This is an optimization exercise on Yosys and OpenROAD, whose aim is small area, a short achievable clock period and few clock cycles, not a production implementation.
At most, simulation tests tie the RTL to the original design; equivalence was not proved.
The RTL of runs 1 to 3 was laid out without a check of its function.
No activity file was given, so power comes from the tool's default toggle rates.

==> design/flow/design.v <==
module cpu(
           input        clk,
           input        reset,
           input        prog_we,     
           input  [3:0] prog_addr,   
           input  [7:0] prog_data,   
           output [7:0] out,
           output       out_valid,   
           output       halt_o);     
   reg [127:0] mem;
   reg [7:0]  ir;       
   reg [3:0]  pc;       
   reg [7:0]  opr;      
   reg        e_ld;     
   reg        e_ar;     
   reg        e_sub;
   reg        e_sta;    
   reg        e_out;
   reg [7:0]  a;
   reg        c, z;
   reg [7:0]  oreg;
   reg        ovalid;
   reg        halted;
   wire [7:0] g = a & opr;
   wire [7:0] p = a | opr;
   wire [8:0] cy;
   genvar ci, cj;
   generate
      for (ci = 0; ci <= 8; ci = ci + 1) begin : cla
         if (ci == 0) begin : c0
            assign cy[0] = e_sub;
         end else begin : cn
            wire [ci:0] t;
            for (cj = 0; cj < ci; cj = cj + 1) begin : term
               if (cj == ci - 1) begin : last
                  assign t[cj] = g[cj];
               end else begin : mid
                  assign t[cj] = g[cj] & (&p[ci-1:cj+1]);
               end
            end
            assign t[ci] = e_sub & (&p[ci-1:0]);
            assign cy[ci] = |t;
         end
      end
   endgenerate
   wire [7:0] res = a ^ opr ^ cy[7:0];
   wire       c_new = cy[8] ^ e_sub;
   wire [7:0] kin = {a[6:0] | opr[6:0], e_sub};
   wire       z_new = &(~(a ^ opr ^ kin));
   wire       c_f = e_ar ? c_new : c;
   wire       z_f = e_ar ? z_new : z;
   wire [3:0] op = ir[7:4];
   wire [3:0] n  = ir[3:0];
   wire d_lda = (op == 4'h1);
   wire d_add = (op == 4'h2);
   wire d_sub = (op == 4'h3);
   wire d_sta = (op == 4'h4);
   wire d_ldi = (op == 4'h5);
   wire d_jmp = (op == 4'h6);
   wire d_jc  = (op == 4'h7);
   wire d_jz  = (op == 4'h8);
   wire d_out = (op == 4'he);
   wire d_hlt = (op == 4'hf);
   wire hold  = d_hlt | (op >= 4'h9 && op <= 4'hd);
   wire uses_n = d_lda | d_add | d_sub | d_jmp | d_jc | d_jz;
   wire hz_n   = e_sta & (opr[3:0] == n) & uses_n;
   wire hz_p   = e_sta & (opr[3:0] == pc);
   wire st_p   = d_sta & (n == pc);
   wire [7:0] rd_n = mem[n*8 +: 8];
   wire [7:0] rd_p = mem[pc*8 +: 8];
   wire taken = d_jmp | (d_jc & c_f) | (d_jz & z_f);
   wire [3:0] n_inc  = {n[3] ^ (&n[2:0]), n[2] ^ (&n[1:0]), n[1] ^ n[0], ~n[0]};
   wire [3:0] pc_inc = {pc[3] ^ (&pc[2:0]), pc[2] ^ (&pc[1:0]), pc[1] ^ pc[0], ~pc[0]};
   wire       jump   = taken & ~reset & ~hz_n;
   wire [7:0] ir_seq = reset ? 8'h00 : (hold | hz_n) ? ir : (st_p | hz_p) ? 8'h00 : rd_p;
   wire [3:0] pc_seq = reset ? 4'd0 : (hold | hz_n | st_p | hz_p) ? pc : pc_inc;
   always @(posedge clk) begin
      ir <= jump ? rd_n : ir_seq;
      pc <= jump ? n_inc : pc_seq;
   end
   always @(posedge clk) begin
      if (reset || hz_n) begin
         e_ld  <= 1'b0;
         e_ar  <= 1'b0;
         e_sub <= 1'b0;
         e_sta <= 1'b0;
         e_out <= 1'b0;
      end else begin
         e_ld  <= d_lda | d_ldi;
         e_ar  <= d_add | d_sub;
         e_sub <= d_sub;
         e_sta <= d_sta;
         e_out <= d_out;
      end
      opr <= (d_ldi | d_sta) ? {4'b0, n} : (d_sub ? ~rd_n : rd_n);
   end
   always @(posedge clk) begin
      if (reset) begin
         a <= 8'd0;
         c <= 1'b0;
         z <= 1'b0;
         oreg <= 8'd0;
         ovalid <= 1'b0;
         halted <= 1'b0;
      end else begin
         if (e_ld)
           a <= opr;
         else if (e_ar)
           a <= res;
         if (e_ar) begin
            c <= c_new;
            z <= z_new;
         end
         if (e_out)
           oreg <= a;
         ovalid <= e_out;
         if (d_hlt)
           halted <= 1'b1;
      end
   end
   wire       we    = reset ? prog_we : e_sta;
   wire [3:0] waddr = reset ? prog_addr : opr[3:0];
   wire [7:0] wdata = reset ? prog_data : a;
   genvar i;
   generate
      for (i = 0; i < 16; i = i + 1) begin : ram
         always @(posedge clk)
           if (we && waddr == i)
             mem[i*8 +: 8] <= wdata;
      end
   endgenerate
   assign out = oreg;
   assign out_valid = ovalid;
   assign halt_o = halted;
endmodule
==> design/flow/flow/run.sh <==
#!/bin/bash
# Standard layout (standard synthesis unchanged), with two ORFS settings changed:
# - port buffers are sky130_fd_sc_hd__buf_2 instead of the default choice
#   (a slow delay cell), every port still gets its buffer;
# - the resizer may change a gate's size to one with another footprint.
set -euo pipefail
bash standard.sh MATCH_CELL_FOOTPRINT=0 "BUFFER_PORTS_ARGS=-buffer_cell sky130_fd_sc_hd__buf_2" finish > make_finish.log 2>&1
==> design/flow/standard.sh <==
#!/bin/bash
# synth_recipe.tcl (not shown) runs the flow's synth.tcl, then flattens the netlist and writes it again
# the make line also repeats each setting of config.mk as NAME=value (left out here)
make -C /OpenROAD-flow-scripts/flow DESIGN_CONFIG=/design/flow/config.mk WORK_HOME=/design/flow/orfs CLKGATE_MAP_FILE= SYNTH_SCRIPT=/design/flow/synth_recipe.tcl "${@:-finish}"
==> design/flow/config.mk <==
export PLATFORM = sky130hd
export DESIGN_NAME = cpu
export DESIGN_NICKNAME = cpu
export VERILOG_FILES = /design/flow/design.v
export SDC_FILE = /design/flow/constraint.sdc
export NUM_CORES = 4
export LEC_CHECK = 0
export CAP_MARGIN = 20
export CORE_MARGIN = 2
export CORE_UTILIZATION = 40
export CTS_BUF_LIST = sky130_fd_sc_hd__clkbuf_4 sky130_fd_sc_hd__clkbuf_8
export SETUP_SLACK_MARGIN = 2.2
export SLEW_MARGIN = 20
export TNS_END_PERCENT = 5
==> design/flow/constraint.sdc <==
create_clock -name core_clock -period 4.5 [get_ports {clk}]
set_input_delay 0.9000 -clock core_clock [delete_from_list [all_inputs] [get_ports {clk}]]
set_output_delay 0.9000 -clock core_clock [all_outputs]
set_load 0.01 [all_outputs]
==> results of run 1 <==
==> logic make-up after synthesis <==
family / Yosys count / synth area share [%]
DFF: 173 / 54.5
and+or+nand+nor: 124 / 6.63
adders and majority gates: 21 / 3.03
AOI/OAI and AO/OA: 81 / 6.12
xor gates and xnor gates: 27 / 2.65
muxes: 105 / 23.6
buffers and inverters: 69 / 3.45
==> repair_timing <==
action | in CTS | in global routing
gates cloned | 2 | 0
endpoints found under the setup margin | 158 | 162
pin swaps | 12 | 5
resized for setup | 66 | 11
buffers inserted | 44 | 0
==> layout by cell type (no fill, tap or decap), types with 4 or more instances in the layout <==
master,n
buf_4,51
mux2i_1,12
dfxtp_2,8
inv_8,4
mux4_1,10
mux4_2,70
o21bai_1,4
a21oi_1,19
buf_2,24
mux2_4,8
nor2_1,30
xor2_1,13
nor3_1,6
edfxtp_1,140
o21ai_0,16
nor4_1,4
clkbuf_8,17
dfxtp_4,6
dfxtp_1,19
inv_6,4
nor2b_1,4
clkinv_8,5
ha_4,5
a221oi_1,5
xnor2_1,13
nand2_1,28
nor2_4,9
o22ai_1,8
ha_1,12
and3_1,10
buf_6,4
a211oi_1,5
inv_1,23
nor2_2,5
==> through the flow <==
step           utilization, %  hold WS, ps  worst slack (ps)  instances
2_1_floorplan               -          462              2040        600
3_3_place_gp             43.0          458              1450        879
3_5_place_dp             43.0          463              1390        879
4_1_cts                  47.7          490              2000        957
5_1_grt                  48.0          518              1900        957
6_report                 48.0          481              1970        957
==> critical path, delay by kind of cell, from the launching register on <==
family | cells | cell delay (ps)
multiplexers | 2 | 640
adder cells (fa/ha/maj) | 1 | 160
buffers and inverters | 2 | 290
AO/OA/AOI/OAI | 3 | 800
flip-flops | 1 | 380
==> metal layers <==
metal	vias to the layer above	part of all wire [%]	GRT usage [%]
met2	211	50	32.8
li1	2492	-	-
met5	-	0	0
met4	0	2.3	6.47
met1	2894	42	26.8
met3	37	6.0	3.69
==> cell type report <==
cell class / count / area (sq um) / share of cell area, %
clock buffers: 17 / 234 / 2.23
clock inverters: 15 / 173 / 1.64
inverters: 30 / 128 / 1.21
multi-input cells: 358 / 4070 / 38.7
flip-flops and latches: 173 / 4900 / 46.6
well taps: 280 / 350 / 3.33
repair buffers: 84 / 658 / 6.26
==> flip-flops by register name (all words and copies together), names as in the netlist <==
register	flops
e_sta	1
pc	4
opr	8
e_out	1
halted	1
c	1
e_sub	1
a	8
ir	8
e_ar	1
ovalid	1
oreg	8
z	1
mem	128
e_ld	1
==> where the power goes <==
group | total (mW) | leakage (nW) | internal [mW] | switching [mW]
Combinational | 2.83 | 1.80 | 1.41 | 1.43
Sequential | 2.17 | 1.58 | 1.96 | 0.208
Clock | 1.11 | 0.200 | 0.422 | 0.685
Total | 6.11 | 3.58 | 3.79 | 2.32
==> worst max-delay path by stage <==
| stage | end | slack (ps) |
|---|---|---|
| 6_report | ir[5]$_DFFE_PP_ | 1970 |
| 5_1_grt | ir[5]$_DFFE_PP_ | 1900 |
| 4_1_cts | ir[5]$_DFFE_PP_ | 2000 |
| 3_5_place_dp | mem[64]$_DFFE_PP_ | 1390 |
| 3_3_place_gp | mem[80]$_DFFE_PP_ | 1450 |
| 2_1_floorplan | mem[100]$_DFFE_PP_ | 2040 |
==> qor.yml, run 1 <==
crit_fanout: 5
cts_made_buffers: 17
cp_slowest_stage_delay_ps: 500
drive_above_1_share_pct: 38.6
n_fill_cell: 1893
synth_ff_type: "edfxtp_1"
rrSetupSlack_ps: 1970
status: "complete, no violations"
cts_tree: "done"
power.leakage_nw: 3.58
fin_crit_sh_pct: 56.2
antenna_found_initial: 0
path_cells: "buf_4 > ha_4 > o41ai_4 > mux2i_4 > a21oi_4 > a21oi_4 > buf_6 > mux2_4"
ys_types: 58
netlist_area_sq_um: 8920
slew_violations: 0
ys_top_cells_by_count: "edfxtp_1, mux4_2, nor2_1"
synth_area_leader_cell: "edfxtp_1"
yosys-top-cells-area: "edfxtp_1, mux4_2, dfxtp_1"
post-route-min-period_ps: 2530
n_antenna_cell: 0
insertion_delay_ps: 490
clockRootBuffer: "clkbuf_8"
coreArea_sq_um: 21900
cts_sinks: 173
antenna_left: 0
initial_core_util_pct: 40.8
ys_seq_elements: 173
path_clk_slew_ps: 110
fin_tns_setup_ps: 0
finalHoldViolations: 0
timing.fmax_ghz: 0.395
path_class: "reg2reg"
setup_viol: 0
clockBufferDepth: 2
fin_nets: 700
die_area_sq_um: 23500
worstPathRequired_ps: 4730
hp-start: "halted$_SDFFE_PP0P_"
r2r_end: "ir[5]$_DFFE_PP_"
wirelength_microns: 22700
drt_iter0_markers: 441
grt_start_max_net_pins: 36
cp-startpoint: "opr[2]$_DFF_P_"
routedWlPerCell_microns: 23.7
areaGrowthSynthToFinish_pct: 17.8
fin_skew_ps: 18.5
tightest_slew_ps: 885
power.density_nw_per_um2: 581
endpoint_kind: "register"
dp_hpwl_microns: 15200
grt_pass1_wl_microns: 34600
synth-edff-count: 140
synthCells: 600
fp.dieW_microns: 153
cts_hold_buf: 0
maxCapViolCount: 0
drc: 0
rr_startpoint: "opr[2]$_DFF_P_"
fin_total_pwr_mw: 6.11
rr_worst_depth: 8
synth_seq_area_share_pct: 54.5
num_io_pins: 25
relSlewSlack_pct: 41.0
final_area_sq_um: 10500
cp-start-kind: "register"
hold_class: "reg2reg"
fp.dieH_microns: 153
gp_congestion: 0.841
worstPathArrival_ps: 2760
whs_path_depth: 2
yosys_warnings: 1
path_common_cell: "a21oi_4"
first_pass_iters: 5
vias_per_cell: 5.89
io_buffers: 24
rsz0062_at_grt: "true"
synth_top_area_share_pct: 47.1
cp_slowest_cell: "o41ai_4"
synth_most_common_cell: "edfxtp_1"
htreeDepth: 4
num_vias: 5634
ys_async_sr_fraction_pct: 0
syn-num-nets: 636
grt_pass1_vias: 5696
ir_worst_vdd_uv: 264
dpl_cell_area_sq_um: 9410
hold_path_end: "halted$_SDFFE_PP0P_"
rows: 54
grt-ovfl-total: 0
avgSynthCellArea_sq_um: 14.9
grtUsageTotal_pct: 19.9
==> run 2: changes to the inputs <==
==> design/flow/flow/run.sh (replaced) <==
#!/bin/bash
# Standard layout (standard synthesis unchanged), with two ORFS settings changed:
# - port buffers are sky130_fd_sc_hd__buf_1 instead of the default choice
#   (a slow delay cell), every port still gets its buffer;
# - the resizer may change a gate's size to one with another footprint.
set -euo pipefail
bash standard.sh MATCH_CELL_FOOTPRINT=0 "BUFFER_PORTS_ARGS=-buffer_cell sky130_fd_sc_hd__buf_1" finish > make_finish.log 2>&1
==> qor.yml, run 2 <==
status: "complete, no violations"
antenna_left: 0
grt_pass1_wl_microns: 37100
power.leakage_nw: 3.48
fin_tns_setup_ps: 0
crit_fanout: 7
largest_reg_flops: 128
dp_slack_ps: 1310
endpoint_kind: "register"
drive_above_1_share_pct: 37.1
yosys-top-cells-area: "edfxtp_1, mux4_2, dfxtp_1"
grtUsageMet3_pct: 6.15
dpl_cell_area_sq_um: 9390
grt_pass1_vias: 5974
finalHoldViolations: 0
synthCells: 600
top_usage_layer: "met2"
layout_commonest_cell: "edfxtp_1"
grt-ovfl-total: 0
num_io_pins: 25
path_clk_slew_ps: 100
cts_sinks: 173
timing.fmax_ghz: 0.394
io_buffers: 24
fin_nets: 688
maxCapViolCount: 0
ys_seq_elements: 173
path_cells: "buf_6 > buf_12 > mux4_2 > mux4_2 > and3_4 > mux2_4"
synth_ff_type: "edfxtp_1"
htreeDepth: 4
final_area_sq_um: 10600
n_fill_cell: 1845
cts_tree: "done"
worstPathRequired_ps: 4740
clockBufferDepth: 2
cts_made_buffers: 17
coreArea_sq_um: 21900
cts_hold_buf: 0
synth_top_area_share_pct: 47.1
areaGrowthSynthToFinish_pct: 18.3
syn-num-nets: 636
fp.dieH_microns: 153
crit_buf_inv: 2
insertion_delay_ps: 490
netlist_area_sq_um: 8920
path_class: "reg2reg"
ir_worst_vdd_uv: 258
cpLargestDelayFamily: "multiplexers"
relSlewSlack_pct: 30.0
clockRootBuffer: "clkbuf_8"
fp.dieW_microns: 153
num_vias: 5763
fin_crit_sh_pct: 56.4
ys_types: 58
yosys_warnings: 1
path_common_cell: "mux4_2"
vias_per_cell: 6.10
routedWlPerCell_microns: 26.4
cp-start-kind: "register"
grt_start_max_net_pins: 36
setup_viol: 0
die_area_sq_um: 23500
first_pass_iters: 5
rows: 54
top_register: "mem"
grtUsageTotal_pct: 21.6
fin_skew_ps: 19.6
drt_iter0_markers: 529
n_antenna_cell: 0
fin_ws_ps: 1960
worstPathArrival_ps: 2780
ys_top_cells_by_count: "edfxtp_1, mux4_2, nor2_1"
cp_slowest_stage_delay_ps: 580
tightest_slew_ps: 1050
synth_area_leader_cell: "edfxtp_1"
layout_common_cells: "edfxtp_1, mux4_2, buf_4"
synth_most_common_cell: "edfxtp_1"
wirelength_microns: 24900
ys_async_sr_fraction_pct: 0
antenna_found_initial: 0
utilization_pct: 48.2
initial_core_util_pct: 40.8
synth-edff-count: 140
post-route-min-period_ps: 2540
fin_hold_ws_ps: 484
grt_use_met2_pct: 34.0
dp_hpwl_microns: 16100
drc: 0
hold_class: "reg2reg"
synth_seq_area_share_pct: 54.5
slew_violations: 0
power.density_nw_per_um2: 606
avgSynthCellArea_sq_um: 14.9
gp_congestion: 0.851
rsz0062_at_grt: "true"
use_met1_pct: 28.5
cp_slowest_cell: "mux4_2"
-- run 2: final cells by class --
class / count / area [sq um] / area share [%]
Clock inverter: 15 / 193 / 1.83
Inverter: 30 / 128 / 1.21
Multi-Input combinational cell: 358 / 4170 / 39.5
Sequential cell: 173 / 4900 / 46.5
Clock buffer: 17 / 234 / 2.22
Timing Repair Buffer: 72 / 572 / 5.42
Tap cell: 280 / 350 / 3.32
-- run 2: cell families after synthesis --
kind of cell	share of synthesized area, %
flops	54.5
simple gates	6.63
mux	23.6
compound gates	6.12
buf+inv	3.45
xor+xnor	2.65
fa+ha+maj	3.03
-- run 2: routing by layer --
layer	vias to the layer above	routed length (microns)
met3	44	2320
met1	2954	9770
met4	0	845
met5	-	0
met2	300	12000
li1	2465	-
-- run 2: worst reg2reg max path, delay by kind of cell, from the launching register on --
family | cells | cell delay (ps)
flops | 1 | 440
buf+inv | 2 | 330
mux | 3 | 1340
simple gates | 1 | 190
-- run 2: per-stage QoR --
| stage | power [mW] | cells |
|---|---|---|
| after global routing | 6.69 | 945 |
| after CTS | 6.23 | 942 |
| after global placement | 4.61 | 876 |
| after detailed placement | 4.66 | 876 |
| after floorplan | 4.02 | 600 |
| final | 6.40 | 945 |
-- run 2: timing repair --
action                     in CTS  in global routing
pin swaps                      15                  4
setup endpoints to repair     161                161
buffers inserted               31                  2
gates cloned                    3                  1
gates resized for setup        71                 27
-- run 2: worst paths after layout --
| path | slack (ps) | end | cells after the start | from |
|---|---|---|---|---|
| max | 1960 | ir[3]$_DFFE_PP_ | 6 | pc[0]$_DFFE_PP_ |
| max reg2reg | 1960 | ir[3]$_DFFE_PP_ | 6 | pc[0]$_DFFE_PP_ |
| min | 480 | halted$_SDFFE_PP0P_ | 2 | halted$_SDFFE_PP0P_ |
| min reg2reg | 480 | halted$_SDFFE_PP0P_ | 2 | halted$_SDFFE_PP0P_ |
-- run 2: power by group --
| group | internal [mW] | switching [mW] |
|---|---|---|
| registers | 1.97 | 0.192 |
| logic | 1.47 | 1.62 |
| clock network | 0.475 | 0.671 |
==> run 3: changes to the inputs <==
==> design/flow/flow/run.sh (replaced) <==
#!/bin/bash
# Standard layout (standard synthesis unchanged), with these ORFS settings changed:
# - port buffers are sky130_fd_sc_hd__buf_2 instead of the default choice
#   (a slow delay cell), every port still gets its buffer;
# - the resizer may change a gate's size to one with another footprint;
# - clock tree synthesis adds no dummy loads.
set -euo pipefail
bash standard.sh MATCH_CELL_FOOTPRINT=0 "BUFFER_PORTS_ARGS=-buffer_cell sky130_fd_sc_hd__buf_2" \
  "CTS_ARGS=-sink_clustering_enable -repair_clock_nets -buf_list {sky130_fd_sc_hd__clkbuf_4 sky130_fd_sc_hd__clkbuf_8} -dont_use_dummy_load" \
  finish > make_finish.log 2>&1
==> qor.yml, run 3 <==
status: "complete, no violations"
cts_made_buffers: 17
n_antenna_cell: 0
grt_pass1_wl_microns: 34500
top_register: "mem"
dp_slack_ps: 1390
vias_per_cell: 5.90
maxCapViolCount: 0
seqCellArea_sq_um: 4900
wirelength_microns: 22800
antenna_left: 0
worstPathArrival_ps: 2720
rows: 54
endpoint_kind: "register"
htreeDepth: 4
path_clk_slew_ps: 70
relSlewSlack_pct: 33.9
drc: 0
grt-ovfl-total: 0
ys_seq_elements: 173
antenna_found_initial: 0
clockBufferDepth: 2
clockRootBuffer: "clkbuf_8"
ys_types: 58
dr_wl_met3_microns: 1540
synth_most_common_cell: "edfxtp_1"
num_io_pins: 25
fin_tns_setup_ps: 0
synth_area_leader_cell: "edfxtp_1"
syn-num-nets: 636
routed.top_layer: "met4"
grtUsageTotal_pct: 19.9
fp.dieW_microns: 153
cts_hold_buf: 0
ir_worst_vdd_uv: 223
synth_seq_area_share_pct: 54.5
power.leakage_nw: 3.52
grt_pass1_vias: 5634
io_buffers: 24
coreArea_sq_um: 21900
fin_ws_ps: 1970
post-route-min-period_ps: 2530
die_area_sq_um: 23500
cts_sinks: 173
cp-start-kind: "register"
netlist_area_sq_um: 8920
layout_commonest_cell: "edfxtp_1"
synth_ff_type: "edfxtp_1"
timing.fmax_ghz: 0.395
largest_reg_flops: 128
cts_tree: "done"
initial_core_util_pct: 40.8
num_vias: 5562
gp_congestion: 0.841
multiInputGateArea_sq_um: 4110
crit_fanout: 5
avgSynthCellArea_sq_um: 14.9
grt_start_max_net_pins: 36
synthCells: 600
ys_async_sr_fraction_pct: 0
path_class: "reg2reg"
worstPathRequired_ps: 4690
dp_hpwl_microns: 15200
insertion_delay_ps: 470
drive_above_1_share_pct: 38.6
routedWlPerCell_microns: 24.1
finalHoldViolations: 0
slew_violations: 0
first_pass_iters: 5
yosys_warnings: 1
synth-edff-count: 140
fin_skew_ps: 43.2
fin_crit_sh_pct: 56.3
fp.dieH_microns: 153
rsz0062_at_grt: "true"
hold_class: "reg2reg"
yosys-top-cells-area: "edfxtp_1, mux4_2, dfxtp_1"
setup_viol: 0
m1WireLength_microns: 9380
areaGrowthSynthToFinish_pct: 16.6
tightest_slew_ps: 987
synth_top_area_share_pct: 47.1
ys_top_cells_by_count: "edfxtp_1, mux4_2, nor2_1"
drt_iter0_markers: 482
layout_common_cells: "edfxtp_1, mux4_2, buf_4"
fin_nets: 701
wl_met2_microns: 11400
n_fill_cell: 1904
power.density_nw_per_um2: 568
==> run 3: path summary, 6_finish.rpt <==
path | start | to | slack [ps] | cells past startpoint
worst max-delay path | opr[2]$_DFF_P_ | ir[5]$_DFFE_PP_ | 1970 | 8
worst min-delay path | halted$_SDFFE_PP0P_ | halted$_SDFFE_PP0P_ | 470 | 2
worst max register to register | opr[2]$_DFF_P_ | ir[5]$_DFFE_PP_ | 1970 | 8
worst min register to register | halted$_SDFFE_PP0P_ | halted$_SDFFE_PP0P_ | 470 | 2
==> run 3: repair_timing <==
action / in CTS / in global routing
resized for setup: 65 / 26
gates cloned: 3 / 0
pin swaps: 14 / 10
setup buffers: 37 / 7
endpoints found under the setup margin: 161 / 161
==> run 3: area by class of cell <==
cell class,instances,area share [%]
Sequential cell,173,47.1
Clock buffer,17,2.25
Tap cell,280,3.37
Inverter,30,1.20
Multi-Input combinational cell,358,39.4
Timing Repair Buffer,85,6.63
==> run 3: routing by layer <==
metal | GRT usage (%) | vias to the layer above
met5 | 0 | -
met2 | 33.0 | 198
met4 | 6.12 | 0
li1 | - | 2478
met1 | 26.5 | 2851
met3 | 4.08 | 35
==> run 3: per-stage QoR <==
step                std cells  power (mW)  hold slack [ps]  cell area (sq um)  util [%]
floorplan                 600        4.02              462               9040         -
global placement          879        4.56              458               9410      43.0
detailed placement        879        4.59              463               9410      43.0
CTS                       936        5.79              484              10200      46.8
global route              943        6.22              511              10400      47.5
finish                    943        5.91              473              10400      47.5
==> run 3: cell families (layout without fill, tap and decap cells) <==
| kind of cell | after synthesis | count (layout) | share of synthesized area [%] |
|---|---|---|---|
| flops | 173 | 173 | 54.5 |
| simple gates | 124 | 124 | 6.63 |
| mux | 105 | 105 | 23.6 |
| compound gates | 81 | 81 | 6.12 |
| buf+inv | 69 | 132 | 3.45 |
| xor+xnor | 27 | 27 | 2.65 |
| fa+ha+maj | 21 | 21 | 3.03 |
==> run 3: where the power goes <==
part	internal (mW)	total, mW	switching [mW]
Combinational	1.45	2.91	1.46
Sequential	1.97	2.17	0.201
Clock	0.334	0.832	0.498
==> run 3: critical path, cell delays in order (launching register included) <==
cell and delay (ps):
dfxtp_4 370, buf_4 150, ha_4 160, o41ai_4 510, mux2i_4 340, a21oi_4 120, a21oi_4 180, buf_6 150
mux2_4 300
==> run 4: changes to the inputs <==
--- a/design/flow/design.v
+++ b/design/flow/design.v
@@ -25,2 +25,3 @@
    wire [7:0] p = a | opr;
+   wire       c1 = e_sub ? (a[0] | ~opr[0]) : (a[0] & opr[0]);
    wire [8:0] cy;
@@ -30,6 +31,8 @@
          if (ci == 0) begin : c0
-            assign cy[0] = e_sub;
+            assign cy[0] = 1'b0;
+         end else if (ci == 1) begin : c1b
+            assign cy[1] = c1;
          end else begin : cn
-            wire [ci:0] t;
-            for (cj = 0; cj < ci; cj = cj + 1) begin : term
+            wire [ci-1:1] t;
+            for (cj = 1; cj < ci; cj = cj + 1) begin : term
                if (cj == ci - 1) begin : last
@@ -40,4 +43,3 @@
             end
-            assign t[ci] = e_sub & (&p[ci-1:0]);
-            assign cy[ci] = |t;
+            assign cy[ci] = (|t) | (c1 & (&p[ci-1:1]));
          end
@@ -47,5 +49,4 @@
    wire       c_new = cy[8] ^ e_sub;
-   wire [7:0] kin = {a[6:0] | opr[6:0], e_sub};
+   wire [7:0] kin = {a[6:1] | opr[6:1], e_sub | a[0], 1'b0};
    wire       z_new = &(~(a ^ opr ^ kin));
-   wire       c_f = e_ar ? c_new : c;
    wire       z_f = e_ar ? z_new : z;
@@ -70,11 +71,18 @@
    wire [7:0] rd_p = mem[pc*8 +: 8];
-   wire taken = d_jmp | (d_jc & c_f) | (d_jz & z_f);
    wire [3:0] n_inc  = {n[3] ^ (&n[2:0]), n[2] ^ (&n[1:0]), n[1] ^ n[0], ~n[0]};
    wire [3:0] pc_inc = {pc[3] ^ (&pc[2:0]), pc[2] ^ (&pc[1:0]), pc[1] ^ pc[0], ~pc[0]};
-   wire       jump   = taken & ~reset & ~hz_n;
+   wire       c_if1 = e_ar ? ~e_sub : c;
+   wire       c_if0 = e_ar ?  e_sub : c;
+   wire       jgo   = ~reset & ~hz_n;
+   wire       jump1 = jgo & (d_jmp | (d_jc & c_if1) | (d_jz & z_f));
+   wire       jump0 = jgo & (d_jmp | (d_jc & c_if0) | (d_jz & z_f));
    wire [7:0] ir_seq = reset ? 8'h00 : (hold | hz_n) ? ir : (st_p | hz_p) ? 8'h00 : rd_p;
    wire [3:0] pc_seq = reset ? 4'd0 : (hold | hz_n | st_p | hz_p) ? pc : pc_inc;
+   wire [7:0] ir_1 = jump1 ? rd_n : ir_seq;
+   wire [7:0] ir_0 = jump0 ? rd_n : ir_seq;
+   wire [3:0] pc_1 = jump1 ? n_inc : pc_seq;
+   wire [3:0] pc_0 = jump0 ? n_inc : pc_seq;
    always @(posedge clk) begin
-      ir <= jump ? rd_n : ir_seq;
-      pc <= jump ? n_inc : pc_seq;
+      ir <= cy[8] ? ir_1 : ir_0;
+      pc <= cy[8] ? pc_1 : pc_0;
    end
@@ -94,9 +102,11 @@
       end
-      opr <= (d_ldi | d_sta) ? {4'b0, n} : (d_sub ? ~rd_n : rd_n);
+      opr <= (d_ldi | d_sta) ? {4'b0, n} : (d_sub ? {~rd_n[7:1], rd_n[0]} : rd_n);
    end
+   wire       ar     = e_ar & ~reset;
+   wire [7:0] a_oth  = reset ? 8'd0 : e_ld ? opr : a;
    always @(posedge clk) begin
+      a <= ar ? res : a_oth;
+      c <= ar ? c_new : (~reset & c);
+      z <= ar ? z_new : (~reset & z);
       if (reset) begin
-         a <= 8'd0;
-         c <= 1'b0;
-         z <= 1'b0;
          oreg <= 8'd0;
@@ -105,10 +115,2 @@
       end else begin
-         if (e_ld)
-           a <= opr;
-         else if (e_ar)
-           a <= res;
-         if (e_ar) begin
-            c <= c_new;
-            z <= z_new;
-         end
          if (e_out)
--- a/design/flow/config.mk
+++ b/design/flow/config.mk
@@ -11,3 +11,3 @@
 export CTS_BUF_LIST = sky130_fd_sc_hd__clkbuf_4 sky130_fd_sc_hd__clkbuf_8
-export SETUP_SLACK_MARGIN = 2.2
+export SETUP_SLACK_MARGIN = 2.4
 export SLEW_MARGIN = 20
==> qor.yml, run 4 <==
fin_skew_ps: 41.8
finalHoldViolations: 0
top_register: "mem"
rr_startpoint: "opr[3]$_DFF_P_"
fin_nets: 709
fp.dieW_microns: 154
ys_types: 60
maxCapViolCount: 0
drive_above_1_share_pct: 34.9
grt_pass1_vias: 5678
synth_seq_area_share_pct: 53.8
ys_top_cells_by_count: "edfxtp_1, mux4_2, nor2_1"
fin_crit_sh_pct: 54.9
gp_congestion: 0.839
rrSetupSlack_ps: 2030
antenna_left: 0
cp-start-kind: "register"
rsz0062_at_grt: "true"
cp_slowest_stage_delay_ps: 480
first_pass_iters: 5
post-route-min-period_ps: 2470
n_antenna_cell: 0
yosys_warnings: 1
power.density_nw_per_um2: 562
dp_slack_ps: 1560
io_buffers: 24
r2r_end: "pc[1]$_DFF_P_"
cts_hold_buf: 0
initial_core_util_pct: 40.9
ys_seq_elements: 173
drt_iter0_markers: 510
cp-startpoint: "opr[3]$_DFF_P_"
synth-edff-count: 136
insertion_delay_ps: 460
power.leakage_nw: 3.33
fin_hold_ws_ps: 490
synth_area_leader_cell: "edfxtp_1"
synth_ff_type: "edfxtp_1"
path_clk_slew_ps: 60
syn-num-nets: 671
dpl_cell_area_sq_um: 9540
path_class: "reg2reg"
worstPathArrival_ps: 2770
antenna_found_initial: 0
areaGrowthSynthToFinish_pct: 13.4
rr_worst_depth: 10
synth_top_area_share_pct: 45.6
relSlewSlack_pct: 42.5
tightest_slew_ps: 862
num_io_pins: 25
htreeDepth: 4
ir_worst_vdd_uv: 244
clockRootBuffer: "clkbuf_8"
synth_most_common_cell: "edfxtp_1"
avgSynthCellArea_sq_um: 14.1
fp.dieH_microns: 154
layout_common_cells: "edfxtp_1, mux4_2, mux2i_1"
cp_slowest_cell: "dfxtp_2"
synthCells: 637
cts_sinks: 173
routedWlPerCell_microns: 23.2
grt-ovfl-total: 0
drc: 0
rows: 54
hold_class: "reg2reg"
crit_end: "pc[1]$_DFF_P_"
dp_cells: 907
grt_start_max_net_pins: 56
yosys-top-cells-area: "edfxtp_1, mux4_2, dfxtp_1"
utilization_pct: 46.4
timing.fmax_ghz: 0.405
status: "complete, no violations"
wirelength_microns: 22100
layout_commonest_cell: "edfxtp_1"
dp_hpwl_microns: 15200
vias_per_cell: 5.83
crit_fanout: 7
fin_tns_setup_ps: 0
final_area_sq_um: 10200
slew_violations: 0
cts_tree: "done"
setup_viol: 0
final_cells: 953
coreArea_sq_um: 21900
die_area_sq_um: 23600
netlist_area_sq_um: 8960
clockBufferDepth: 2
cts_made_buffers: 17
endpoint_kind: "register"
num_vias: 5554
fin_ws_ps: 2030
path_cells: "inv_4 > ha_4 > buf_4 > xor2_1 > nand2_1 > nor4_4 > a21oi_2 > nor3b_2 > a31o_4 > mux2_4"
grt_pass1_wl_microns: 34300
grtUsageTotal_pct: 19.3
largest_reg_flops: 128
worstPathRequired_ps: 4800
ys_async_sr_fraction_pct: 0
fin_total_pwr_mw: 5.71
run 4: timing repair:
action,in CTS,in global routing
setup endpoints to repair,208,268
pin swaps,9,9
gates resized for setup,30,16
buffers inserted,22,7
run 4: per-layer routing:
metal / vias to the layer above / routed length, microns / part of all wire (%) / GRT usage, %
met2: 167 / 10900 / 49 / 31.6
li1: 2508 / - / - / -
met3: 22 / 1060 / 4.8 / 3.64
met5: - / 0 / 0 / 0
met4: 0 / 291 / 1.3 / 5.33
met1: 2857 / 9810 / 44 / 26.5
run 4: layout make-up:
type	instances	area (sq um)
flip-flops and latches	173	4860
inverters	31	123
clock buffers	17	234
repair buffers	62	464
multi-input cells	390	4140
fillers	1914	11700
well taps	280	350
run 4: worst min-delay path by stage:
stage | startpoint | endpoint | slack, ps | cells after the start
after floorplan | c$_DFF_P_ | c$_DFF_P_ | 470 | 2
after global placement | oreg[7]$_SDFFE_PP0P_ | oreg[7]$_SDFFE_PP0P_ | 470 | 2
after detailed placement | halted$_SDFFE_PP0N_ | halted$_SDFFE_PP0N_ | 470 | 2
after CTS | halted$_SDFFE_PP0N_ | halted$_SDFFE_PP0N_ | 490 | 2
after global routing | oreg[7]$_SDFFE_PP0P_ | oreg[7]$_SDFFE_PP0P_ | 540 | 2
final | halted$_SDFFE_PP0N_ | halted$_SDFFE_PP0N_ | 490 | 2
run 4: cell families after synthesis:
kind of cell             after synthesis  synth area share, %
XOR/XNOR                              27                 2.64
adder cells (fa/ha/maj)               19                 2.74
multiplexers                         117                 23.2
flip-flops                           173                 53.8
buffers and inverters                 74                 3.66
AND/OR/NAND/NOR                      137                 7.48
AO/OA/AOI/OAI                         90                 6.41
run 4: report_power, final:
part / internal, mW / switching (mW)
Sequential: 1.96 / 0.366
Combinational: 1.31 / 1.25
Clock: 0.334 / 0.485
Total: 3.61 / 2.10
run 4: critical path, delay by kind of cell, from the launching register on:
family,cells,cell delay (ps)
and+or+nand+nor,3,680
DFF,1,480
muxes,1,320
AOI/OAI and AO/OA,2,310
buffers and inverters,2,210
adders and majority gates,1,190
xor gates and xnor gates,1,150
Testbench counts of run 4, summed over its fixed seeds: cycles 34,429.
==> run 5: changes to the inputs <==
--- a/design/flow/config.mk
+++ b/design/flow/config.mk
@@ -9,5 +9,5 @@
 export CORE_MARGIN = 2
-export CORE_UTILIZATION = 40
+export CORE_UTILIZATION = 50
 export CTS_BUF_LIST = sky130_fd_sc_hd__clkbuf_4 sky130_fd_sc_hd__clkbuf_8
-export SETUP_SLACK_MARGIN = 2.4
+export SETUP_SLACK_MARGIN = 2.2
 export SLEW_MARGIN = 20
==> qor.yml, run 5 <==
status: "complete, no violations"
power.leakage_nw: 3.34
path_depth: 8
num_vias: 5665
routed.top_layer: "met4"
dr_wl_met3_microns: 1390
netlist_area_sq_um: 8960
avgSynthCellArea_sq_um: 14.1
syn-num-nets: 671
power.density_nw_per_um2: 572
worstPathRequired_ps: 4840
maxCapViolCount: 0
coreArea_sq_um: 17400
dp_hpwl_microns: 15000
synthCells: 637
rrSetupSlack_ps: 2070
antenna_found_initial: 0
cp_slowest_stage_delay_ps: 440
synth_most_common_cell: "edfxtp_1"
ys_seq_elements: 173
io_buffers: 24
fin_nets: 713
post-route-min-period_ps: 2430
clockBufferDepth: 2
utilization_pct: 57.7
synth_seq_area_share_pct: 53.8
cts_sinks: 173
ys_types: 60
grt-ovfl-total: 0
drive_above_1_share_pct: 33.4
path_clk_slew_ps: 80
top_register: "mem"
routedWlPerCell_microns: 25.0
layout_common_cells: "edfxtp_1, mux4_2, mux2i_1"
grt_start_max_net_pins: 54
hold_class: "reg2reg"
tightest_slew_ps: 1050
grtUsageTotal_pct: 25.6
fp.dieW_microns: 138
fin_total_pwr_mw: 5.75
setup_viol: 0
insertion_delay_ps: 470
initial_core_util_pct: 51.5
finalHoldViolations: 0
synth_area_leader_cell: "edfxtp_1"
crit_end: "pc[1]$_DFF_P_"
slew_violations: 0
path_class: "reg2reg"
synth-edff-count: 136
crit_buf_inv: 1
rsz0062_at_grt: "true"
yosys-top-cells-area: "edfxtp_1, mux4_2, dfxtp_1"
ys_top_cells_by_count: "edfxtp_1, mux4_2, nor2_1"
vias_per_cell: 6.28
cp-startpoint: "a[5]$_DFFE_PP_"
wirelength_microns: 22600
areaGrowthSynthToFinish_pct: 12.1
r2r_end: "pc[1]$_DFF_P_"
first_pass_iters: 5
wl_met2_microns: 11000
worstPathArrival_ps: 2770
fin_crit_sh_pct: 54.0
num_io_pins: 25
cts_made_buffers: 17
fin_tns_setup_ps: 0
cts_tree: "done"
relSlewSlack_pct: 29.3
htreeDepth: 4
die_area_sq_um: 19000
ys_async_sr_fraction_pct: 0
largest_reg_flops: 128
fin_skew_ps: 38.8
cpLargestDelayFamily: "compound AO/OA/AOI/OAI gates"
clockRootBuffer: "clkbuf_8"
yosys_warnings: 1
synth_top_area_share_pct: 45.6
n_antenna_cell: 0
rr_startpoint: "a[5]$_DFFE_PP_"
drt_iter0_markers: 432
synth_ff_type: "edfxtp_1"
fp.dieH_microns: 138
gp_congestion: 0.888
path_cells: "buf_4 > ha_2 > or3_4 > a221oi_4 > o21bai_4 > nor3b_2 > a31o_4 > mux2_4"
ir_worst_vdd_uv: 287
drc: 0
m1WireLength_microns: 9670
endpoint_kind: "register"
timing.fmax_ghz: 0.412
crit_fanout: 6
grt_pass1_vias: 5813
layout_commonest_cell: "edfxtp_1"
cp_slowest_cell: "edfxtp_1"
antenna_left: 0
cp-start-kind: "register"
rows: 48
grt_pass1_wl_microns: 34400
rr_worst_depth: 8
[run 5: worst min-delay path by stage]
stage	from	end	cells past startpoint
after detailed placement	halted$_SDFFE_PP0N_	halted$_SDFFE_PP0N_	2
after CTS	halted$_SDFFE_PP0N_	halted$_SDFFE_PP0N_	2
after global routing	oreg[6]$_SDFFE_PP0P_	oreg[6]$_SDFFE_PP0P_	2
after global placement	halted$_SDFFE_PP0N_	halted$_SDFFE_PP0N_	2
final	halted$_SDFFE_PP0N_	halted$_SDFFE_PP0N_	2
after floorplan	c$_DFF_P_	c$_DFF_P_	2
[run 5: cell type report]
class	count	area, sq um
Fill cell	1383	7370
Sequential cell	173	4860
Multi-Input combinational cell	390	4080
Timing Repair Buffer	66	472
Tap cell	225	282
Clock buffer	17	234
Inverter	31	128
[run 5: cells by family after synthesis]
group                      Yosys count  synth area share, %
buffers and inverters               74                 3.66
DFF                                173                 53.8
AOI/OAI and AO/OA                   90                 6.41
xor gates and xnor gates            27                 2.64
and+or+nand+nor                    137                 7.48
muxes                              117                 23.2
adders and majority gates           19                 2.74
[run 5: through the flow]
step / std cells / cell area, sq um / hold slack (ps) / setup WS [ps]
global route: 902 / 10000 / 522 / 1970
global placement: 854 / 9340 / 459 / 1260
floorplan: 637 / 9070 / 471 / 2150
detailed placement: 854 / 9350 / 473 / 1200
CTS: 893 / 9930 / 496 / 2100
finish: 902 / 10000 / 487 / 2070
[run 5: worst register-to-register path, cell delays in order (launching register included)]
cell and delay [ps]:
edfxtp_1 440, buf_4 160, ha_2 190, or3_4 400
a221oi_4 330, o21bai_4 90, nor3b_2 210, a31o_4 190
mux2_4 310
[run 5: where the power goes]
part           leakage (nW)  switching (mW)  internal [mW]
sequential             1.55           0.304           1.96
clock                 0.122           0.490          0.334
combinational          1.66            1.33           1.33
total                  3.34            2.13           3.62
[run 5: layer usage]
metal / vias to the layer above / GRT usage (%)
li1: 2517 / -
met1: 2907 / 34.2
met2: 202 / 40.9
met3: 39 / 6.51
met4: 0 / 9.58
met5: - / 0
[run 5: repair_timing]
action	CTS	global route
buffers inserted	22	9
resized for setup	50	11
hold buffers	0	0
pin swaps	10	10
endpoints found under the setup margin	225	125
==> run 6: changes to the inputs <==
--- a/design/flow/config.mk
+++ b/design/flow/config.mk
@@ -9,3 +9,3 @@
 export CORE_MARGIN = 2
-export CORE_UTILIZATION = 50
+export CORE_UTILIZATION = 40
 export CTS_BUF_LIST = sky130_fd_sc_hd__clkbuf_4 sky130_fd_sc_hd__clkbuf_8
==> qor.yml, run 6 <==
use_met1_pct: 25.9
num_vias: 5547
drive_above_1_share_pct: 33.1
timing.fmax_ghz: 0.415
largest_reg_flops: 128
crit_fanout: 7
switching_power_mw: 2.13
clockRootBuffer: "clkbuf_8"
antenna_left: 0
synth_area_leader_cell: "edfxtp_1"
synth_top_area_share_pct: 45.6
die_area_sq_um: 23600
utilization_pct: 46.1
swShare_pct: 37.2
intPower_mw: 3.59
path_class: "reg2reg"
ys_top_cells_by_count: "edfxtp_1, mux4_2, nor2_1"
setup_viol: 0
fin_tns_setup_ps: 0
slew_violations: 0
fin_nets: 713
finalHoldViolations: 0
syn-num-nets: 671
fin_crit_sh_pct: 53.5
grt_pass1_wl_microns: 33600
power.leakage_nw: 3.33
ys_seq_elements: 173
rows: 54
pwr-share-comb_pct: 46.3
cts_sinks: 173
fin_total_pwr_mw: 5.71
io_buffers: 24
endpoint_kind: "register"
synth_ff_type: "edfxtp_1"
grtUsageTotal_pct: 19.0
synth_most_common_cell: "edfxtp_1"
cp-start-kind: "register"
drc: 0
layout_commonest_cell: "edfxtp_1"
ys_types: 60
grt_start_max_net_pins: 39
seq_power_share_pct: 39.1
routedWlPerCell_microns: 23.2
fin_ws_ps: 2090
n_antenna_cell: 0
hp-start: "halted$_SDFFE_PP0N_"
dp_hpwl_microns: 14700
clkPwrFrac_pct: 14.6
ys_async_sr_fraction_pct: 0
grtUsageMet3_pct: 3.72
cp-startpoint: "opr[3]$_DFF_P_"
gp_congestion: 0.840
synth_seq_area_share_pct: 53.8
tightest_slew_ps: 703
path_clk_slew_ps: 70
status: "complete, no violations"
hold_class: "reg2reg"
worstPathArrival_ps: 2730
rr_startpoint: "opr[3]$_DFF_P_"
grt_pass1_vias: 5698
cts_made_buffers: 17
cts_hold_buf: 0
areaGrowthSynthToFinish_pct: 12.6
htreeDepth: 4
fin_skew_ps: 52.6
initial_core_util_pct: 40.9
drt_iter0_markers: 329
clockBufferDepth: 2
fin_hold_ws_ps: 469
antenna_found_initial: 0
yosys_warnings: 1
yosys-top-cells-area: "edfxtp_1, mux4_2, dfxtp_1"
wirelength_microns: 22200
rsz0062_at_grt: "true"
power.density_nw_per_um2: 566
layout_common_cells: "edfxtp_1, mux4_2, mux2i_1"
top_usage_layer: "met2"
insertion_delay_ps: 480
coreArea_sq_um: 21900
fp.dieW_microns: 154
first_pass_iters: 5
dp_slack_ps: 1460
fp.dieH_microns: 154
maxCapViolCount: 0
vias_per_cell: 5.80
netlist_area_sq_um: 8960
grt_use_met2_pct: 31.7
n_fill_cell: 1939
synth-edff-count: 136
top_register: "mem"
post-route-min-period_ps: 2410
avgSynthCellArea_sq_um: 14.1
ir_worst_vdd_uv: 250
num_io_pins: 25
grt-ovfl-total: 0
cts_tree: "done"
relSlewSlack_pct: 53.1
worstPathRequired_ps: 4820
synthCells: 637
==> run 6: through the flow <==
stage	cell area (sq um)	std cells
after global placement	9440	913
after global routing	10100	957
final	10100	957
after CTS	9980	948
after detailed placement	9450	914
after floorplan	9070	637
==> run 6: path summary, 6_finish.rpt <==
check,endpoint,slack [ps],cells past startpoint
hold / removal,halted$_SDFFE_PP0N_,470,2
setup reg to reg,pc[1]$_DFF_P_,2090,9
hold reg to reg,halted$_SDFFE_PP0N_,470,2
setup / recovery,pc[1]$_DFF_P_,2090,9
==> run 6: area by class of cell <==
type	count	area [sq um]	area share, %
clock buffer	17	234	2.32
multi-input combinational	390	4060	40.2
sequential	173	4850	48.0
tap	280	350	3.47
inverter	31	120	1.19
timing repair buffer	66	482	4.77
==> run 6: kinds of logic after synthesis <==
logic type	count (synthesis)	synth area share (%)
flip-flops	173	53.8
buffers and inverters	74	3.66
multiplexers	117	23.2
AO/OA/AOI/OAI	90	6.41
adder cells (fa/ha/maj)	19	2.74
AND/OR/NAND/NOR	137	7.48
XOR/XNOR	27	2.64
==> run 6: power by group through the flow <==
| stage | clock network (mW) | registers (mW) | logic [mW] |
|---|---|---|---|
| 2_1_floorplan | 0 | 2.05 | 1.91 |
| 3_3_place_gp | 0 | 2.30 | 2.21 |
| 3_5_place_dp | 0 | 2.31 | 2.25 |
| 4_1_cts | 0.857 | 2.26 | 2.51 |
| 5_1_grt | 0.908 | 2.26 | 2.86 |
| 6_report | 0.836 | 2.23 | 2.65 |
==> run 6: repair_timing <==
item	in CTS	in global routing
setup buffers	17	9
gates resized for setup	43	9
setup endpoints to repair	40	155
pin swaps	9	6
hold endpoints to repair	0	0
==> run 6: routing by layer <==
| layer | wire length (microns) | part of all wire, % | vias up |
|---|---|---|---|
| met3 | 1020 | 4.6 | 27 |
| met4 | 370 | 1.7 | 0 |
| met1 | 9870 | 45 | 2849 |
| met5 | 0 | 0 | - |
| met2 | 10900 | 49 | 153 |
| li1 | - | - | 2518 |
==> run 6: critical path, stage by stage, from the launching register on <==
cell     delay [ps]
dfxtp_2         450
inv_2            90
ha_4            290
xor2_1          150
nand2_1         110
nor4_4          350
o21ai_0         120
o21ai_1         150
a31o_4          230
mux2_2          330
==> run 7: changes to the inputs <==
--- a/design/flow/config.mk
+++ b/design/flow/config.mk
@@ -10,4 +10,3 @@
 export CORE_UTILIZATION = 40
-export CTS_BUF_LIST = sky130_fd_sc_hd__clkbuf_4 sky130_fd_sc_hd__clkbuf_8
-export SETUP_SLACK_MARGIN = 2.2
+export SETUP_SLACK_MARGIN = 2.0
 export SLEW_MARGIN = 20
==> qor.yml, run 7 <==
grt-ovfl-total: 0
maxCapViolCount: 0
grt_start_max_net_pins: 40
rows: 54
ys_types: 60
cp_slowest_cell: "edfxtp_1"
cp-start-kind: "register"
first_pass_iters: 4
timing.fmax_ghz: 0.395
routedWlPerCell_microns: 22.8
areaGrowthSynthToFinish_pct: 11.8
antenna_left: 0
die_area_sq_um: 23600
synth_most_common_cell: "edfxtp_1"
fin_nets: 718
num_vias: 5526
dp_hpwl_microns: 14700
top_register: "mem"
post-route-min-period_ps: 2530
finalHoldViolations: 0
relSlewSlack_pct: 35.5
ys_seq_elements: 173
wirelength_microns: 21900
htreeDepth: 4
crit_fanout: 6
io_buffers: 24
layout_common_cells: "edfxtp_1, mux4_2, nor2_1"
cts_made_buffers: 17
fp.dieH_microns: 154
fin_ws_ps: 1970
clockBufferDepth: 2
num_io_pins: 25
clockRootBuffer: "clkbuf_8"
ir_worst_vdd_uv: 216
fin_total_pwr_mw: 5.70
yosys-top-cells-area: "edfxtp_1, mux4_2, dfxtp_1"
dp_slack_ps: 1430
fp.dieW_microns: 154
antenna_found_initial: 0
coreArea_sq_um: 21900
hold_class: "reg2reg"
cts_sinks: 173
drc: 0
synthCells: 637
endpoint_kind: "register"
power.leakage_nw: 3.34
synth-edff-count: 136
grt_pass1_wl_microns: 33200
final_area_sq_um: 10000
gp_congestion: 0.820
ys_top_cells_by_count: "edfxtp_1, mux4_2, nor2_1"
grtUsageMet3_pct: 4.40
grt_use_met2_pct: 30.7
fin_skew_ps: 32.7
avgSynthCellArea_sq_um: 14.1
syn-num-nets: 671
setup_viol: 0
cts_tree: "done"
drive_above_1_share_pct: 31.5
path_clk_slew_ps: 80
tightest_slew_ps: 963
insertion_delay_ps: 470
path_class: "reg2reg"
initial_core_util_pct: 40.9
status: "complete, no violations"
grtUsageTotal_pct: 18.7
yosys_warnings: 1
synth_top_area_share_pct: 45.6
power.density_nw_per_um2: 568
fin_tns_setup_ps: 0
synth_ff_type: "edfxtp_1"
synth_area_leader_cell: "edfxtp_1"
top_usage_layer: "met2"
use_met1_pct: 25.2
slew_violations: 0
largest_reg_flops: 128
path_cells: "mux2_4 > a221o_1 > a221oi_4 > o21bai_4 > nor3b_2 > a31o_4 > buf_4 > mux2i_1"
drt_iter0_markers: 436
vias_per_cell: 5.74
dpl_cell_area_sq_um: 9360
rsz0062_at_grt: "true"
ys_async_sr_fraction_pct: 0
worstPathRequired_ps: 4860
netlist_area_sq_um: 8960
utilization_pct: 45.8
worstPathArrival_ps: 2890
n_fill_cell: 1958
synth_seq_area_share_pct: 53.8
n_antenna_cell: 0
grt_pass1_vias: 5598
fin_crit_sh_pct: 56.3
cp_slowest_stage_delay_ps: 490
layout_commonest_cell: "edfxtp_1"
[run 7: cell counts after synthesis]
No cell type changed its count.
[run 7: critical path, delay by kind of cell, from the launching register on]
kind	cells	cell delay, ps
AO/OA/AOI/OAI	4	1060
buffers and inverters	1	160
multiplexers	2	510
flip-flops	1	490
AND/OR/NAND/NOR	1	210
[run 7: cells by family (layout without fill, tap and decap cells)]
kind of cell,Yosys count,after routing,share of synthesized area (%)
adders and majority gates,19,19,2.74
xor gates and xnor gates,27,27,2.64
muxes,117,117,23.2
and+or+nand+nor,137,137,7.48
buffers and inverters,74,119,3.66
DFF,173,173,53.8
AOI/OAI and AO/OA,90,90,6.41
[run 7: layout make-up]
type                    count  area [sq um]  share of cell area, %
well taps                 280           350                   3.50
repair buffers             71           499                   4.98
clock buffers              17           234                   2.33
flip-flops and latches    173          4860                   48.5
inverters                  31           120                   1.20
multi-input cells         390          3960                   39.5
[run 7: final timing paths]
| path | from | to | slack (ps) | cells past startpoint |
|---|---|---|---|---|
| max | a[0]$_DFFE_PP_ | ir[6]$_DFF_P_ | 1970 | 8 |
| min | halted$_SDFFE_PP0N_ | halted$_SDFFE_PP0N_ | 480 | 2 |
| max reg2reg | a[0]$_DFFE_PP_ | ir[6]$_DFF_P_ | 1970 | 8 |
| min reg2reg | halted$_SDFFE_PP0N_ | halted$_SDFFE_PP0N_ | 480 | 2 |
[run 7: what timing repair did]
action | in CTS | in global routing
endpoints found under the hold margin | 0 | 0
hold buffers | 0 | 0
resized for setup | 18 | 40
setup endpoints to repair | 62 | 145
setup buffers | 9 | 20
pin swaps | 2 | 13
[run 7: per-stage QoR]
stage / instances / hold WS (ps)
final: 962 / 481
after global routing: 962 / 523
after CTS: 942 / 490
after detailed placement: 916 / 470
after global placement: 916 / 465
after floorplan: 637 / 471
[run 7: power by group]
part | total (mW) | internal (mW) | switching (mW)
Sequential | 2.28 | 1.96 | 0.325
Clock | 0.816 | 0.334 | 0.482
Combinational | 2.59 | 1.32 | 1.28
[run 7: layer usage]
layer / share of wire [%] / vias up
met5: 0 / -
li1: - / 2527
met4: 1.5 / 0
met2: 50 / 132
met1: 44 / 2837
met3: 5.2 / 30
==> run 8: changes to the inputs <==
--- a/design/flow/config.mk
+++ b/design/flow/config.mk
@@ -10,4 +10,4 @@
 export CORE_UTILIZATION = 40
-export SETUP_SLACK_MARGIN = 2.0
+export SETUP_SLACK_MARGIN = 2.2
 export SLEW_MARGIN = 20
-export TNS_END_PERCENT = 5
+export TNS_END_PERCENT = 20
==> qor.yml, run 8 <==
maxCapViolCount: 0
synth_most_common_cell: "edfxtp_1"
rr_worst_depth: 9
coreArea_sq_um: 21900
routedWlPerCell_microns: 23.5
grtUsageTotal_pct: 19.6
antenna_found_initial: 0
rows: 54
gp_congestion: 0.871
antenna_left: 0
yosys-top-cells-area: "edfxtp_1, mux4_2, dfxtp_1"
cp_slowest_cell: "dfxtp_4"
die_area_sq_um: 23600
drive_above_1_share_pct: 34.3
grt-ovfl-total: 0
synthCells: 637
synth_area_leader_cell: "edfxtp_1"
fin_nets: 713
ys_types: 60
areaGrowthSynthToFinish_pct: 13.7
slew_violations: 0
largest_reg_flops: 128
drc: 0
grt_pass1_vias: 5757
netlist_area_sq_um: 8960
clockBufferDepth: 2
path_class: "reg2reg"
worstPathArrival_ps: 2750
crit_fanout: 7
path_cells: "clkinvlp_4 > ha_4 > xor2_1 > nand2_1 > nor4_4 > o21ai_1 > o21ai_1 > a31o_4 > mux2_4"
num_vias: 5632
layout_commonest_cell: "edfxtp_1"
worstPathRequired_ps: 4800
hold_class: "reg2reg"
grt_pass1_wl_microns: 34800
num_io_pins: 25
ys_top_cells_by_count: "edfxtp_1, mux4_2, nor2_1"
cp-start-kind: "register"
path_common_cell: "o21ai_1"
wirelength_microns: 22500
timing.fmax_ghz: 0.408
cpLargestDelayFamily: "compound AO/OA/AOI/OAI gates"
finalHoldViolations: 0
grt_start_max_net_pins: 39
cts_sinks: 173
layout_common_cells: "edfxtp_1, mux4_2, mux2i_1"
crit_end: "pc[1]$_DFF_P_"
ys_async_sr_fraction_pct: 0
htreeDepth: 4
syn-num-nets: 671
avgSynthCellArea_sq_um: 14.1
n_antenna_cell: 0
cts_tree: "done"
yosys_warnings: 1
cp-startpoint: "opr[3]$_DFF_P_"
io_buffers: 24
first_pass_iters: 5
fin_tns_setup_ps: 0
power.leakage_nw: 3.34
ir_worst_vdd_uv: 220
endpoint_kind: "register"
synth_seq_area_share_pct: 53.8
insertion_delay_ps: 450
post-route-min-period_ps: 2450
setup_viol: 0
drt_iter0_markers: 390
crit_buf_inv: 1
fp.dieH_microns: 154
tightest_slew_ps: 795
n_fill_cell: 1912
vias_per_cell: 5.89
initial_core_util_pct: 40.9
synth_ff_type: "edfxtp_1"
dp_hpwl_microns: 14900
status: "complete, no violations"
clockRootBuffer: "clkbuf_8"
rrSetupSlack_ps: 2050
top_register: "mem"
synth_top_area_share_pct: 45.6
fin_crit_sh_pct: 54.5
rsz0062_at_grt: "true"
cp_slowest_stage_delay_ps: 430
ys_seq_elements: 173
fp.dieW_microns: 154
cts_made_buffers: 17
fin_skew_ps: 39.6
relSlewSlack_pct: 46.9
seqCellArea_sq_um: 4860
power.density_nw_per_um2: 562
rr_startpoint: "opr[3]$_DFF_P_"
path_clk_slew_ps: 80
fin_hold_ws_ps: 496
path_depth: 9
r2r_end: "pc[1]$_DFF_P_"
multiInputGateArea_sq_um: 4110
synth-edff-count: 136
[run 8: logic make-up after synthesis]
family,synth area share (%)
flops,53.8
simple gates,7.48
mux,23.2
compound gates,6.41
buf+inv,3.66
xor+xnor,2.64
fa+ha+maj,2.74
[run 8: timing repair]
item | in CTS | in global routing
gates resized for setup | 55 | 12
hold buffers | 0 | 0
pin swaps | 13 | 8
endpoints found under the setup margin | 89 | 165
buffers inserted | 21 | 9
[run 8: per-layer routing]
| metal | wire length [microns] | GRT usage (%) |
|---|---|---|
| met5 | 0 | 0 |
| met1 | 9760 | 26.5 |
| met3 | 1320 | 4.40 |
| met2 | 11100 | 32.1 |
| met4 | 311 | 5.24 |
[run 8: layout make-up]
type	count	area share (%)
clock buffer	17	2.30
inverter	31	1.22
multi-input combinational	390	40.4
sequential	173	47.7
tap	280	3.44
timing repair buffer	66	5.05
[run 8: power by group]
part / switching, mW / total [mW] / internal (mW)
clock: 0.483 / 0.817 / 0.335
sequential: 0.280 / 2.24 / 1.96
combinational: 1.34 / 2.67 / 1.32
[run 8: through the flow]
stage / cell area, sq um / instances / setup slack (ps) / total power, mW / utilization [%]
global placement: 9420 / 910 / 1540 / 4.47 / 43.0
detailed placement: 9430 / 910 / 1450 / 4.52 / 43.1
finish: 10200 / 957 / 2050 / 5.72 / 46.6
CTS: 10000 / 948 / 2060 / 5.65 / 45.9
floorplan: 9080 / 637 / 2150 / 3.96 / -
global route: 10200 / 957 / 1960 / 6.07 / 46.6
[run 8: worst min-delay path by stage]
stage	startpoint	endpoint	slack (ps)	cells past startpoint
2_1_floorplan	c$_DFF_P_	c$_DFF_P_	470	2
3_5_place_dp	oreg[5]$_SDFFE_PP0P_	oreg[5]$_SDFFE_PP0P_	480	2
4_1_cts	oreg[5]$_SDFFE_PP0P_	oreg[5]$_SDFFE_PP0P_	500	2
5_1_grt	oreg[3]$_SDFFE_PP0P_	oreg[3]$_SDFFE_PP0P_	520	2
3_3_place_gp	oreg[5]$_SDFFE_PP0P_	oreg[5]$_SDFFE_PP0P_	470	2
6_report	oreg[0]$_SDFFE_PP0P_	oreg[0]$_SDFFE_PP0P_	500	2
[run 8: tightest hold or removal path, delay by kind of cell (launching register included)]
kind | cells | cell delay (ps)
AND/OR/NAND/NOR | 1 | 70
multiplexers | 1 | 60
flip-flops | 1 | 330
==> run 9: changes to the inputs <==
--- a/design/flow/config.mk
+++ b/design/flow/config.mk
@@ -10,4 +10,5 @@
 export CORE_UTILIZATION = 40
+export PLACE_DENSITY = 0.85
 export SETUP_SLACK_MARGIN = 2.2
 export SLEW_MARGIN = 20
-export TNS_END_PERCENT = 20
+export TNS_END_PERCENT = 5
==> qor.yml, run 9 <==
status: "complete, no violations"
cts_made_buffers: 17
fin_tns_setup_ps: 0
endpoint_kind: "register"
die_area_sq_um: 23600
slew_violations: 0
power.leakage_nw: 3.28
synth_most_common_cell: "edfxtp_1"
crit_buf_inv: 1
coreArea_sq_um: 21900
timing.fmax_ghz: 0.412
grt_use_met2_pct: 28.0
multiInputGateArea_sq_um: 4070
final_area_sq_um: 10000
cts_hold_buf: 0
netlist_area_sq_um: 8960
synth-edff-count: 136
top_usage_layer: "met2"
rows: 54
htreeDepth: 4
synthCells: 637
io_buffers: 24
ys_async_sr_fraction_pct: 0
power.density_nw_per_um2: 563
yosys-top-cells-area: "edfxtp_1, mux4_2, dfxtp_1"
path_clk_slew_ps: 80
utilization_pct: 45.9
areaGrowthSynthToFinish_pct: 12.0
path_class: "reg2reg"
grt_pass1_vias: 5582
cp_slowest_stage_delay_ps: 430
grt_start_max_net_pins: 51
rrSetupSlack_ps: 2070
rsz0062_at_grt: "true"
ys_types: 60
worstPathRequired_ps: 4820
tightest_slew_ps: 1120
rr_startpoint: "a[3]$_DFFE_PP_"
drc: 0
cp-start-kind: "register"
cts_tree: "done"
setup_viol: 0
wirelength_microns: 20500
cpLargestDelayFamily: "compound AO/OA/AOI/OAI gates"
fp.dieW_microns: 154
ys_seq_elements: 173
synth_top_area_share_pct: 45.6
syn-num-nets: 671
routedWlPerCell_microns: 21.7
crit_fanout: 5
yosys_warnings: 1
num_vias: 5634
avgSynthCellArea_sq_um: 14.1
n_antenna_cell: 0
ir_worst_vdd_uv: 247
use_met1_pct: 23.2
hold_class: "reg2reg"
num_io_pins: 25
n_fill_cell: 1841
fin_skew_ps: 30.9
top_register: "mem"
antenna_left: 0
path_depth: 9
maxCapViolCount: 0
fin_crit_sh_pct: 53.9
crit_end: "pc[2]$_DFF_P_"
clockRootBuffer: "clkbuf_8"
post-route-min-period_ps: 2430
cp_slowest_cell: "edfxtp_1"
gp_congestion: 0.847
cts_sinks: 173
grtUsageMet3_pct: 4.26
relSlewSlack_pct: 25.0
path_cells: "inv_2 > ha_4 > nor2_2 > a221o_1 > a221oi_4 > o21bai_2 > nor3b_2 > a31o_4 > mux2_4"
layout_commonest_cell: "edfxtp_1"
finalHoldViolations: 0
rr_worst_depth: 9
synth_ff_type: "edfxtp_1"
grt-ovfl-total: 0
vias_per_cell: 5.97
fin_hold_ws_ps: 488
synth_seq_area_share_pct: 53.8
drive_above_1_share_pct: 32.2
fin_total_pwr_mw: 5.65
dpl_cell_area_sq_um: 9400
fin_nets: 700
drt_iter0_markers: 517
seqCellArea_sq_um: 4860
synth_area_leader_cell: "edfxtp_1"
antenna_found_initial: 0
r2r_end: "pc[2]$_DFF_P_"
layout_common_cells: "edfxtp_1, mux4_2, mux2i_1"
clockBufferDepth: 2
worstPathArrival_ps: 2750
first_pass_iters: 4
fp.dieH_microns: 154
grt_pass1_wl_microns: 31400
dp_hpwl_microns: 13500
largest_reg_flops: 128
initial_core_util_pct: 40.9
cp-startpoint: "a[3]$_DFFE_PP_"
insertion_delay_ps: 460
grtUsageTotal_pct: 17.5
ys_top_cells_by_count: "edfxtp_1, mux4_2, nor2_1"
## run 9: cell families (layout without fill, tap and decap cells)
group / count (synthesis) / count (layout) / synth area share, %
xor gates and xnor gates: 27 / 27 / 2.64
buffers and inverters: 74 / 101 / 3.66
adders and majority gates: 19 / 19 / 2.74
muxes: 117 / 117 / 23.2
and+or+nand+nor: 137 / 137 / 7.48
DFF: 173 / 173 / 53.8
AOI/OAI and AO/OA: 90 / 90 / 6.41
## run 9: worst reg2reg max path, cell delays in order (launching register included)
cell	delay [ps]
edfxtp_1	430
inv_2	100
ha_4	170
nor2_2	50
a221o_1	370
a221oi_4	320
o21bai_2	120
nor3b_2	230
a31o_4	190
mux2_4	310
## run 9: final cells by class
class	count	share of cell area, %
flip-flops and latches	173	48.4
multi-input cells	390	40.5
repair buffers	53	4.09
well taps	280	3.49
clock buffers	17	2.33
inverters	31	1.20
## run 9: stage by stage
step           cells  setup slack [ps]
3_5_place_dp     906              1470
6_report         944              2070
4_1_cts          938              2100
2_1_floorplan    637              2150
3_3_place_gp     906              1520
5_1_grt          944              1980
## run 9: report_power, final
| part | internal [mW] | leakage [nW] | switching, mW |
|---|---|---|---|
| registers | 1.96 | 1.55 | 0.324 |
| logic | 1.28 | 1.60 | 1.28 |
| clock network | 0.334 | 0.122 | 0.472 |
| total | 3.58 | 3.28 | 2.08 |
## run 9: how the worst min path moves through the flow
| stage | from | end | slack, ps | depth (start not counted) |
|---|---|---|---|---|
| 2_1_floorplan | c$_DFF_P_ | c$_DFF_P_ | 470 | 2 |
| 3_3_place_gp | oreg[0]$_SDFFE_PP0P_ | oreg[0]$_SDFFE_PP0P_ | 470 | 2 |
| 3_5_place_dp | oreg[0]$_SDFFE_PP0P_ | oreg[0]$_SDFFE_PP0P_ | 480 | 2 |
| 4_1_cts | oreg[5]$_SDFFE_PP0P_ | oreg[5]$_SDFFE_PP0P_ | 500 | 2 |
| 5_1_grt | halted$_SDFFE_PP0N_ | halted$_SDFFE_PP0N_ | 540 | 2 |
| 6_report | oreg[5]$_SDFFE_PP0P_ | oreg[5]$_SDFFE_PP0P_ | 490 | 2 |
## run 9: what timing repair did
item	4_1_cts	5_1_grt
hold endpoints to repair	0	0
endpoints found under the setup margin	149	132
setup buffers	14	6
gates resized for setup	37	24
cloned	1	0
pin swaps	8	9
## run 9: per-layer routing
metal	vias up	wire length (microns)
met5	-	0
met4	0	462
met3	44	1880
met2	287	9950
met1	2812	8160
li1	2491	-

-- afterwards: timing with drivers on the ports --
Ports are ideal in the flow. The routed layouts listed here were re-timed in OpenROAD. Step 1 sets driving cells, clkbuf_16 on the clock port and buf_2 on the other inputs (assumed; they add their load-dependent delay and slew). Step 2 times the ports against the registers' clock, not the clock port: input delays grow and output delays shrink by t, the midpoint of the rising clock arrivals with the driver on. Three values: no drivers, after step 1, after step 2; two values: the first two.
run | t (ns) | setup slack, ns | pins driven straight from the clock port
run 1 | 0.518 | 1.970 / 1.970 / 1.539 | 1
run 2 | 0.522 | 1.963 / 1.963 / 1.668 | 1
run 3 | 0.493 | 1.968 / 1.968 / 1.609 | 1
run 4 | 0.479 | 2.030 / 2.030 / 2.000 | 1
run 5 | 0.494 | 2.072 / 2.072 / 1.691 | 1
run 6 | 0.492 | 2.092 / 2.092 / 1.678 | 1
run 7 | 0.489 | 1.968 / 1.954 / 1.465 | 1
run 8 | 0.471 | 2.048 / 2.048 / 1.691 | 1
run 9 | 0.493 | 2.074 / 2.074 / 1.623 | 1
After both steps every run listed still meets setup and hold. For run 7, which loses most, drivers alone change the setup slack by -0.014 ns; drivers and shift together by -0.503 ns.
